Background: an optimization exercise with open tools, aiming at a short achievable clock period and few clock cycles. Do not read the settings as production practice. The clock port is modelled as an ideal driver, which makes a skipped or thinned clock tree look cheaper than it is; a real chip needs a root buffer or a tree. Power figures rest on the tool's default switching activity, not on a simulated workload.

// day4_top
module day4_top( clk, rst, rom_addr, rom_data, sum_overlap, sum_contain, done );
For scale: ~380 flip-flops, about 57 I/O pins, ~0.011 mm^2 of cells after synthesis.
Settings: LEC_CHECK=0, ABC_CLOCK_PERIOD_IN_PS=1500, CAP_MARGIN=20, CORE_MARGIN=2, CORE_UTILIZATION=60, PLACE_DENSITY=0.7, SETUP_SLACK_MARGIN=2.6, SLEW_MARGIN=20, TNS_END_PERCENT=100, POST_CTS_TCL=/design/flow/flow/clocktree.tcl; clock period 4.0 ns.
standard.sh (not shown) runs the stock make flow with config.mk's settings and CLKGATE_MAP_FILE= SYNTH_SCRIPT=/design/flow/synth_recipe.tcl, a recipe that flattens the netlist after the stock synthesis.
==> flow/flow/run.sh <==
#!/bin/bash
# The standard layout, with the clock tree that ORFS's CTS builds replaced
# by a two-level one (flow/clocktree.tcl, run as ORFS's POST_CTS_TCL hook).
set -euo pipefail
here=$(pwd)
echo "export POST_CTS_TCL = $here/flow/clocktree.tcl" >> config.mk
bash standard.sh finish > standard_make.log 2>&1
Other scripts of this flow, unchanged in this note and not shown: flow/flow/clocktree.tcl
Edit:
--- a/flow/design.v
+++ b/flow/design.v
@@ -139,58 +139,60 @@
     wire [NS-1:0] n_st = new_line ? ST_RA : to_idle ? ST_IDL : contC;
     wire [11:0] n_line = new_line ? next_line : lineC;
     wire [1:0]  n_off  = new_line ? 2'd0 : offC;
     always @(posedge clk) begin
         data_q <= rom_data[6:0];
         ga <= grp(rom_data[6:0], aD);
         gb <= grp(rom_data[6:0], bD);
         gc <= grp(rom_data[6:0], cD);
         gd <= grp(rom_data[6:0], dD);
         in99 <= (rom_data[6:0] == 7'd99);
         inzero <= (rom_data == 8'd0);
-        if (rst_q) begin
+        if (rst) begin
             addr <= 14'd0;
             stA <= ST_NEW;
             stB <= ST_NEW;
             stC <= ST_NEW;
             stD <= ST_RA;
             freeC <= 1'b1;
             zeroC <= 1'b0;
             bothC <= 1'b0;
             fullC <= 1'b0;
             lineD <= 12'd0;
             next_line <= 12'd1;
             fn <= 2'd0;
             term <= 1'b0;
+            int_done <= 1'b0;
         end else begin
             stB <= stA;
             stC <= stB;
             freeC <= fin_dis | fin_both | fin_full | stB[S_NEW];
             zeroC <= stB[S_RA] & zero;
             bothC <= fin_both;
             fullC <= fin_full;
             addr <= {n_line, n_off};
             stD <= n_st;
             lineD <= n_line;
             if (new_line) begin
                 next_line[3:0] <= next_line[3:0] + 4'd1;
                 if (fn[0]) next_line[7:4] <= next_line[7:4] + 4'd1;
                 if (fn[0] & fn[1]) next_line[11:8] <= next_line[11:8] + 4'd1;
                 fn[0] <= (next_line[3:0] == 4'd14);
                 if (fn[0]) fn[1] <= (next_line[7:4] == 4'd14);
             end
             if (stC[S_RA] & zeroC)
                 term <= 1'b1;
             stA <= stD;
-        end
-        int_done <= ~rst & ~rst_q & term & stA[S_IDL] & stB[S_IDL] & stC[S_IDL] & stD[S_IDL];
+            if (term & stA[S_IDL] & stB[S_IDL] & stC[S_IDL] & stD[S_IDL])
+                int_done <= 1'b1;
+        end
         rst_q <= rst;
         if (rst_q) begin
             inc_c <= 1'b0;
             inc_o <= 1'b0;
             cnt_c <= 16'd0;
             cnt_o <= 16'd0;
             fc <= 3'd0;
             fo <= 3'd0;
         end else begin
             inc_c <= bothC | (fullC & ((acC & dbC) | (caC & bdC)));
             inc_o <= bothC | (fullC & adC & cbC);
What happened: Setup slack is worse by 0.0086 ns; final cell count grows by about 0.5%; wire length shrinks by about 5%; combinational power is about the same; worst hold slack is worse by 0.010 ns; power grows by 0.38%.
No functional check of the RTL was part of any run of this note. In every run of this note, the design's own scripts or RTL, not TritonCTS, make the clock network.

* * *

## rev 12
day4_top, a different RTL version from the one above (not shown whole).
For scale: ~860 cells after synthesis, about 380 flip-flops, ~57 I/O pins, roughly 0.011 mm2 of cells after synthesis.
export LEC_CHECK = 0
export ABC_CLOCK_PERIOD_IN_PS = 1500
export CAP_MARGIN = 20
export CORE_MARGIN = 2
export CORE_UTILIZATION = 60
export PLACE_DENSITY = 0.7
export SETUP_SLACK_MARGIN = 2.6
export SLEW_MARGIN = 20
export TNS_END_PERCENT = 100
export POST_CTS_TCL = /design/flow/flow/clocktree.tcl
create_clock -name core_clock -period 4.0 [get_ports {clk}]
Scripts as last shown in full above: flow/flow/run.sh
Other scripts of this flow, unchanged in this note and not shown: flow/flow/clocktree.tcl
--- input diff rev 12..rev 13 ---
--- a/flow/design.v
+++ b/flow/design.v
@@ -52,22 +52,24 @@
     reg          lt_a, lt_b, lt_c, lt_d;    
     reg          eq_a, eq_b, eq_d;          
     reg          disB;        
     reg          bothB;       
     reg          zero;
     reg [NS-1:0] stC;
     reg [11:0]   lineC;
     reg [6:0]    aC, bC, cC, dC;
     reg          acC, caC, dbC, bdC, adC, cbC;
     reg          freeC;       
     reg          zeroC;       
+    reg          bothC;       
+    reg          fullC;       
     reg [NS-1:0] contC;       
     reg [1:0]    offC;        
     reg [NS-1:0] stD;
     reg [11:0]   lineD;
     reg [6:0]    aD, bD, cD, dD;
     reg          acD, caD, dbD, bdD, adD, cbD;
     reg [11:0] next_line;
     reg [1:0]  fn;             
     reg        term;
     reg        rst_q;          
     reg        inc_c, inc_o;
@@ -137,67 +139,72 @@
     wire [NS-1:0] n_st = new_line ? ST_RA : to_idle ? ST_IDL : contC;
     wire [11:0] n_line = new_line ? next_line : lineC;
     wire [1:0]  n_off  = new_line ? 2'd0 : offC;
     always @(posedge clk) begin
         data_q <= rom_data[6:0];
         ga <= grp(rom_data[6:0], aD);
         gb <= grp(rom_data[6:0], bD);
         gc <= grp(rom_data[6:0], cD);
         gd <= grp(rom_data[6:0], dD);
         in99 <= (rom_data[6:0] == 7'd99);
         inzero <= (rom_data == 8'd0);
-        if (rst) begin
+        if (rst_q) begin
             addr <= 14'd0;
             stA <= ST_NEW;
             stB <= ST_NEW;
             stC <= ST_NEW;
             stD <= ST_RA;
             freeC <= 1'b1;
             zeroC <= 1'b0;
+            bothC <= 1'b0;
+            fullC <= 1'b0;
             lineD <= 12'd0;
             next_line <= 12'd1;
             fn <= 2'd0;
             term <= 1'b0;
-            int_done <= 1'b0;
         end else begin
             stB <= stA;
             stC <= stB;
             freeC <= fin_dis | fin_both | fin_full | stB[S_NEW];
             zeroC <= stB[S_RA] & zero;
+            bothC <= fin_both;
+            fullC <= fin_full;
             addr <= {n_line, n_off};
             stD <= n_st;
             lineD <= n_line;
             if (new_line) begin
                 next_line[3:0] <= next_line[3:0] + 4'd1;
                 if (fn[0]) next_line[7:4] <= next_line[7:4] + 4'd1;
                 if (fn[0] & fn[1]) next_line[11:8] <= next_line[11:8] + 4'd1;
                 fn[0] <= (next_line[3:0] == 4'd14);
                 if (fn[0]) fn[1] <= (next_line[7:4] == 4'd14);
             end
             if (stC[S_RA] & zeroC)
                 term <= 1'b1;
             stA <= stD;
-            int_done <= term & stA[S_IDL] & stB[S_IDL] & stD[S_IDL] &
-                        (stC[S_IDL] | stC[S_RA] | freeC);
-        end
+        end
+        if (rst | rst_q)
+            int_done <= 1'b0;
+        else if (term & stA[S_IDL] & stB[S_IDL] & stC[S_IDL] & stD[S_IDL])
+            int_done <= 1'b1;
         rst_q <= rst;
         if (rst_q) begin
             inc_c <= 1'b0;
             inc_o <= 1'b0;
             cnt_c <= 16'd0;
             cnt_o <= 16'd0;
             fc <= 3'd0;
             fo <= 3'd0;
         end else begin
-            inc_c <= fin_both | (fin_full & ((n_ac & n_db) | (n_ca & n_bd)));
-            inc_o <= fin_both | (fin_full & n_ad & n_cb);
+            inc_c <= bothC | (fullC & ((acC & dbC) | (caC & bdC)));
+            inc_o <= bothC | (fullC & adC & cbC);
             if (inc_c) begin
                 cnt_c[3:0] <= cnt_c[3:0] + 4'd1;
                 if (fc[0]) cnt_c[7:4] <= cnt_c[7:4] + 4'd1;
                 if (fc[0] & fc[1]) cnt_c[11:8] <= cnt_c[11:8] + 4'd1;
                 if (fc[0] & fc[1] & fc[2]) cnt_c[15:12] <= cnt_c[15:12] + 4'd1;
                 fc[0] <= (cnt_c[3:0] == 4'd14);
                 if (fc[0]) fc[1] <= (cnt_c[7:4] == 4'd14);
                 if (fc[0] & fc[1]) fc[2] <= (cnt_c[11:8] == 4'd14);
             end
             if (inc_o) begin
                 cnt_o[3:0] <= cnt_o[3:0] + 4'd1;
Findings:
- Rev 13 went all the way through the flow, and no timing, DRC or antenna check failed.
- As far as total congestion overflow goes, rev 13 and rev 12 are indistinguishable; the numbers are identical.
- When the final numbers for rev 12 and rev 13 were put side by side, the wire length turned out to be smaller in rev 12.
- Looking at synthesis-to-finish area growth across rev 12 and rev 13, the one that comes out lower is rev 13.
- Relative to rev 12, total power consumption of the routed design has gone down in rev 13.
- The synthesized cell area of rev 13 exceeds that of rev 12 by about 0.9%.
- Between rev 12 and rev 13, the global-route wire length before repair is lower for rev 12.
- Going from rev 12 to rev 13, count of vias placed by the detailed router grows by about 0.34%.
Function was not checked in any run of this note: the RTL went through the layout flow alone. No run of this note takes its clock network from TritonCTS; it comes from the design's own scripts or RTL.

* * *

## P
Another version of the RTL of day4_top (not shown whole).
Size in the first run: ~310 flip-flops, ~8900 um2 of cells after synthesis.
Settings: LEC_CHECK=0, ABC_CLOCK_PERIOD_IN_PS=1500, CAP_MARGIN=20, CORE_MARGIN=2, CORE_UTILIZATION=60, PLACE_DENSITY=0.7, SETUP_SLACK_MARGIN=2.4, SLEW_MARGIN=20, TNS_END_PERCENT=100, POST_CTS_TCL=/design/flow/flow/clocktree.tcl; clock period 4.0 ns.
Scripts as last shown in full above: flow/flow/run.sh
Other scripts of this flow, unchanged in this note and not shown: flow/flow/clocktree.tcl
> inputs changed (P -> Q)
-- flow/design.v --
<<< P, line 9
    output done;
    function lt7(input [6:0] x, input [6:0] y);
        reg [6:0] e;
        begin
            e = ~(x ^ y);
            lt7 = (~x[6] & y[6]) |
                  (e[6] & ~x[5] & y[5]) |
                  (e[6] & e[5] & ~x[4] & y[4]) |
                  (e[6] & e[5] & e[4] & ~x[3] & y[3]) |
                  (e[6] & e[5] & e[4] & e[3] & ~x[2] & y[2]) |
                  (e[6] & e[5] & e[4] & e[3] & e[2] & ~x[1] & y[1]) |
                  (e[6] & e[5] & e[4] & e[3] & e[2] & e[1] & ~x[0] & y[0]);
        end
    endfunction
>>> Q, line 9
    output done;
    function lt7(input [6:0] x, input [6:0] y);
        reg [6:0] g, n;
        begin
            g = ~x & y;
            n = ~x | y;    
            lt7 = g[6] |
                  (n[6] & g[5]) |
                  (n[6] & n[5] & g[4]) |
                  (n[6] & n[5] & n[4] & g[3]) |
                  (n[6] & n[5] & n[4] & n[3] & g[2]) |
                  (n[6] & n[5] & n[4] & n[3] & n[2] & g[1]) |
                  (n[6] & n[5] & n[4] & n[3] & n[2] & n[1] & g[0]);
        end
    endfunction
<<< P, line 60
    reg [11:0] next_line;
    reg        term;
    reg        inc_c, inc_o;
    reg [15:0] cnt_c, cnt_o;
>>> Q, line 61
    reg [11:0] next_line;
    reg        term;
    reg        rst_q;          
    reg        inc_c, inc_o;
    reg [15:0] cnt_c, cnt_o;
<<< P, line 122
            next_line <= 12'd1;
            term <= 1'b0;
            inc_c <= 1'b0;
            inc_o <= 1'b0;
            cnt_c <= 16'd0;
            cnt_o <= 16'd0;
            fc <= 3'd0;
            fo <= 3'd0;
            int_done <= 1'b0;
        end else begin
>>> Q, line 124
            next_line <= 12'd1;
            term <= 1'b0;
            int_done <= 1'b0;
        end else begin
<<< P, line 142
                term <= 1'b1;
            stA <= stD;
            inc_c <= fin_both | (fin_full & ((n_ac & n_db) | (n_ca & n_bd)));
            inc_o <= fin_both | (fin_full & n_ad & n_cb);
>>> Q, line 138
                term <= 1'b1;
            stA <= stD;
            if (term & stA[S_IDL] & stB[S_IDL] & stC[S_IDL] & stD[S_IDL])
                int_done <= 1'b1;
        end
        rst_q <= rst;
        if (rst_q) begin
            inc_c <= 1'b0;
            inc_o <= 1'b0;
            cnt_c <= 16'd0;
            cnt_o <= 16'd0;
            fc <= 3'd0;
            fo <= 3'd0;
        end else begin
            inc_c <= fin_both | (fin_full & ((n_ac & n_db) | (n_ca & n_bd)));
            inc_o <= fin_both | (fin_full & n_ad & n_cb);
<<< P, line 162
                if (fo[0] & fo[1]) fo[2] <= (cnt_o[11:8] == 4'd14);
            end
            if (term & stA[S_IDL] & stB[S_IDL] & stC[S_IDL] & stD[S_IDL])
                int_done <= 1'b1;
        end
        lineB <= lineA;
>>> Q, line 170
                if (fo[0] & fo[1]) fo[2] <= (cnt_o[11:8] == 4'd14);
            end
        end
        lineB <= lineA;
<<< P, line 176
        lt_c <= lt7(v, cA);
        lt_d <= lt7(v, dA);
        eq_a <= (v == aA);
        eq_b <= (v == bA);
        eq_d <= (v == dA);
        is99 <= (v == 7'd99);
        zero <= (data_q == 8'd0);
>>> Q, line 182
        lt_c <= lt7(v, cA);
        lt_d <= lt7(v, dA);
        eq_a <= ~lt7(v, aA) & ~lt7(aA, v);
        eq_b <= ~lt7(v, bA) & ~lt7(bA, v);
        eq_d <= ~lt7(v, dA) & ~lt7(dA, v);
        is99 <= (v == 7'd99);
        zero <= (data_q == 8'd0);
--- outcome ---
Fmax came out higher on Q than on P.
Taking P as the reference point, the wire length on met3 of Q rises by 21%.
Between Q and P, it is Q whose area of the multi-input gates is lower, by 46 um2.
Delta (Q minus P): global routing met3 resource utilization was more or less identical; delay of the slowest cell on the worst path dropped 0.25 ns; die area up about 0.3%; combinational power decreased by about 7% relative to the old numbers.
Diff P -> Q: utilization went up; CTS sink count went up; critical-path maximum fanout picked up an extra 49; total wirelength of the detailed-routed design fell about 1.6%.
As of Q, synthesized cell area had risen slightly compared to P.
P and Q ended up with roughly the same sequential share of the synthesized area.
Function was not checked in any run of this note: the RTL went through the layout flow alone. In every run of this note, the design's own scripts or RTL, not TritonCTS, make the clock network.

* * *

day4_top, a different RTL version from the one above (not shown whole).
For scale: about 790 cells after synthesis, about 310 flip-flops, about 57 I/O pins.
Settings: LEC_CHECK=0, ABC_CLOCK_PERIOD_IN_PS=1500, CAP_MARGIN=20, CORE_MARGIN=2, CORE_UTILIZATION=60, PLACE_DENSITY=0.7, SETUP_SLACK_MARGIN=2.6, SLEW_MARGIN=20, TNS_END_PERCENT=100, POST_CTS_TCL=/design/flow/flow/clocktree.tcl; clock period 4.0 ns.
Scripts as last shown in full above: flow/flow/run.sh
Other scripts of this flow, unchanged in this note and not shown: flow/flow/clocktree.tcl
Rerun with:
--- a/flow/design.v
+++ b/flow/design.v
@@ -37,17 +37,19 @@
                S_RB3 = 6,    
                S_RD3 = 7,    
                S_RD4 = 8,    
                S_RB4 = 9,    
                S_IDL = 10;   
     localparam NS = 11;
     localparam [NS-1:0] ST_NEW = 1 << S_NEW, ST_RA = 1 << S_RA, ST_IDL = 1 << S_IDL;
     reg [13:0] addr;
-    reg [7:0]  data_q;
+    reg [6:0]  data_q;         
+    reg [6:0]  data_n;         
+    reg        in99, inzero;   
     reg [NS-1:0] stA;
     reg [11:0]   lineA;
     reg [6:0]    aA, bA, cA, dA;
     reg          acA, caA, dbA, bdA, adA, cbA;   
     reg [NS-1:0] stB;
     reg [11:0]   lineB;
     reg [6:0]    aB, bB, cB, dB;
     reg          acB, caB, dbB, bdB, adB, cbB;
@@ -67,23 +69,25 @@
     reg [11:0]   lineD;
     reg [6:0]    aD, bD, cD, dD;
     reg          acD, caD, dbD, bdD, adD, cbD;
     reg [11:0] next_line;
     reg        term;
     reg        rst_q;          
     reg        inc_c, inc_o;
     reg [15:0] cnt_c, cnt_o;
+    reg [15:0] out_c, out_o;   
     reg [2:0]  fc, fo;         
     reg        int_done;
     assign rom_addr = addr;
-    assign sum_contain = cnt_c;
-    assign sum_overlap = cnt_o;
+    assign sum_contain = out_c;
+    assign sum_overlap = out_o;
     assign done = int_done;
-    wire [6:0] v = data_q[6:0];
+    wire [6:0] v = data_q;
+    wire [6:0] w = ~data_n;    
     wire rd_a = stA[S_RA];
     wire rd_b = stA[S_RB2] | stA[S_RB3] | stA[S_RB4];
     wire rd_c = stA[S_RC2] | stA[S_RC];
     wire rd_d = stA[S_RD1] | stA[S_RD3] | stA[S_RD4];
     wire lt_a = ca[0] | (~ca[1] & ca[2]);
     wire lt_b = cb[0] | (~cb[1] & cb[2]);
     wire lt_c = cc[0] | (~cc[1] & cc[2]);
     wire lt_d = cd[0] | (~cd[1] & cd[2]);
@@ -122,17 +126,20 @@
     wire n_bd = b_after_d ? (lt_d | eq_d) : d_after_b ? ~lt_b : bdB;
     wire n_cb = b_after_c ? ~lt_c : c_after_b ? (lt_b | eq_b) : cbB;
     wire new_line = freeC & ~term;
     wire to_idle  = (stC[S_RA] & (zeroC | term)) | (freeC & term) | stC[S_IDL];
     wire [NS-1:0] n_st = new_line ? ST_RA : to_idle ? ST_IDL : contC;
     wire [11:0] n_line = new_line ? next_line : lineC;
     wire [1:0]  n_off  = new_line ? 2'd0 : offC;
     always @(posedge clk) begin
-        data_q <= rom_data;
+        data_q <= rom_data[6:0];
+        data_n <= ~rom_data[6:0];
+        in99 <= (rom_data[6:0] == 7'd99);
+        inzero <= (rom_data == 8'd0);
         if (rst) begin
             addr <= 14'd0;
             stA <= ST_NEW;
             stB <= ST_NEW;
             stC <= ST_NEW;
             stD <= ST_RA;
             freeC <= 1'b1;
             zeroC <= 1'b0;
@@ -181,29 +188,43 @@
                 if (fo[0]) cnt_o[7:4] <= cnt_o[7:4] + 4'd1;
                 if (fo[0] & fo[1]) cnt_o[11:8] <= cnt_o[11:8] + 4'd1;
                 if (fo[0] & fo[1] & fo[2]) cnt_o[15:12] <= cnt_o[15:12] + 4'd1;
                 fo[0] <= (cnt_o[3:0] == 4'd14);
                 if (fo[0]) fo[1] <= (cnt_o[7:4] == 4'd14);
                 if (fo[0] & fo[1]) fo[2] <= (cnt_o[11:8] == 4'd14);
             end
         end
+        out_c <= cnt_c;
+        out_o <= cnt_o;
+        if (inc_c) begin
+            out_c[3:0] <= cnt_c[3:0] + 4'd1;
+            if (fc[0]) out_c[7:4] <= cnt_c[7:4] + 4'd1;
+            if (fc[0] & fc[1]) out_c[11:8] <= cnt_c[11:8] + 4'd1;
+            if (fc[0] & fc[1] & fc[2]) out_c[15:12] <= cnt_c[15:12] + 4'd1;
+        end
+        if (inc_o) begin
+            out_o[3:0] <= cnt_o[3:0] + 4'd1;
+            if (fo[0]) out_o[7:4] <= cnt_o[7:4] + 4'd1;
+            if (fo[0] & fo[1]) out_o[11:8] <= cnt_o[11:8] + 4'd1;
+            if (fo[0] & fo[1] & fo[2]) out_o[15:12] <= cnt_o[15:12] + 4'd1;
+        end
         lineB <= lineA;
         aB <= rd_a ? v : aA;
         bB <= rd_b ? v : bA;
         cB <= rd_c ? v : cA;
         dB <= rd_d ? v : dA;
         acB <= acA; caB <= caA; dbB <= dbA; bdB <= bdA; adB <= adA; cbB <= cbA;
         hiB <= v[6];
-        ca <= {lt_lo(aA, v), lt_lo(v, aA), lt_hi(aA, v), lt_hi(v, aA)};
-        cb <= {lt_lo(bA, v), lt_lo(v, bA), lt_hi(bA, v), lt_hi(v, bA)};
-        cc <= {lt_lo(v, cA), lt_hi(cA, v), lt_hi(v, cA)};
-        cd <= {lt_lo(dA, v), lt_lo(v, dA), lt_hi(dA, v), lt_hi(v, dA)};
-        is99 <= (v == 7'd99);
-        zero <= (data_q == 8'd0);
+        ca <= {lt_lo(aA, w), lt_lo(w, aA), lt_hi(aA, w), lt_hi(w, aA)};
+        cb <= {lt_lo(bA, w), lt_lo(w, bA), lt_hi(bA, w), lt_hi(w, bA)};
+        cc <= {lt_lo(w, cA), lt_hi(cA, w), lt_hi(w, cA)};
+        cd <= {lt_lo(dA, w), lt_lo(w, dA), lt_hi(dA, w), lt_hi(w, dA)};
+        is99 <= in99;
+        zero <= inzero;
         lineC <= lineB;
         aC <= aB; bC <= bB; cC <= cB; dC <= dB;
         acC <= n_ac; caC <= n_ca; dbC <= n_db; bdC <= n_bd; adC <= n_ad; cbC <= n_cb;
         contC <= cont;
         offC <= cont_off;
         aD <= aC; bD <= bC; cD <= cC; dD <= dC;
         acD <= acC; caD <= caC; dbD <= dbC; bdD <= bdC; adD <= adC; cbD <= cbC;
         lineA <= lineD;
Result: Setup slack improves by 0.046 ns; via count came out higher by a few percent; clock skew came out lower by 0.0053 ns; utilization came out lower by 3.7 points; register-to-register slack improves by 0.05 ns; final cell count came out higher by a few percent; power came out higher by a little under a tenth; area after synthesis came out higher by roughly a tenth; first-iteration DRC count came out higher by a quarter to a third; critical path depth came out higher by 1.
Function was not checked in any run of this note: the RTL went through the layout flow alone. In every run of this note, the design's own scripts or RTL, not TritonCTS, make the clock network.

[afterwards: timing with drivers on the ports]
Ports are ideal in the flow. The routed layouts listed here were re-timed in OpenROAD. Step 1 assumes that a clkbuf_16 drives the clock port and a buf_2 every other input. Step 2 moves the port delays by t, midway between the first and last clock arrival at a register: inputs arrive t later, outputs are due t later. That takes back most of the time a late clock gives input paths. Three values: ideal, step 1, step 2; two values: the first two.
run	t, ns	setup slack, ns	hold slack, ns
the first run of note 1	0.322	2.616 / 2.421 / 2.486	0.326 / 0.326 / 0.326
the second run of note 1	0.323	2.607 / 2.428 / 2.393	0.316 / 0.316 / 0.316
rev 12	0.321	2.602 / 2.424 / 2.430	0.324 / 0.325 / 0.325
rev 13	0.320	2.593 / 2.399 / 2.473	0.329 / 0.329 / 0.329
P	0.367	2.429 / 2.354 / 2.315	0.320 / 0.320 / 0.320
Q	0.368	2.435 / 2.349 / 2.245	0.315 / 0.315 / 0.315
the first run of note 4	0.373	2.500 / 2.341 / 2.429	0.321 / 0.321 / 0.321
the second run of note 4	0.381	2.545 / 2.355 / 2.402	0.325 / 0.326 / 0.326
After both steps setup and hold are still met in every run listed. For the second run of note 1, which loses most, drivers alone change the setup slack by -0.179 ns; drivers and shift together by -0.214 ns.
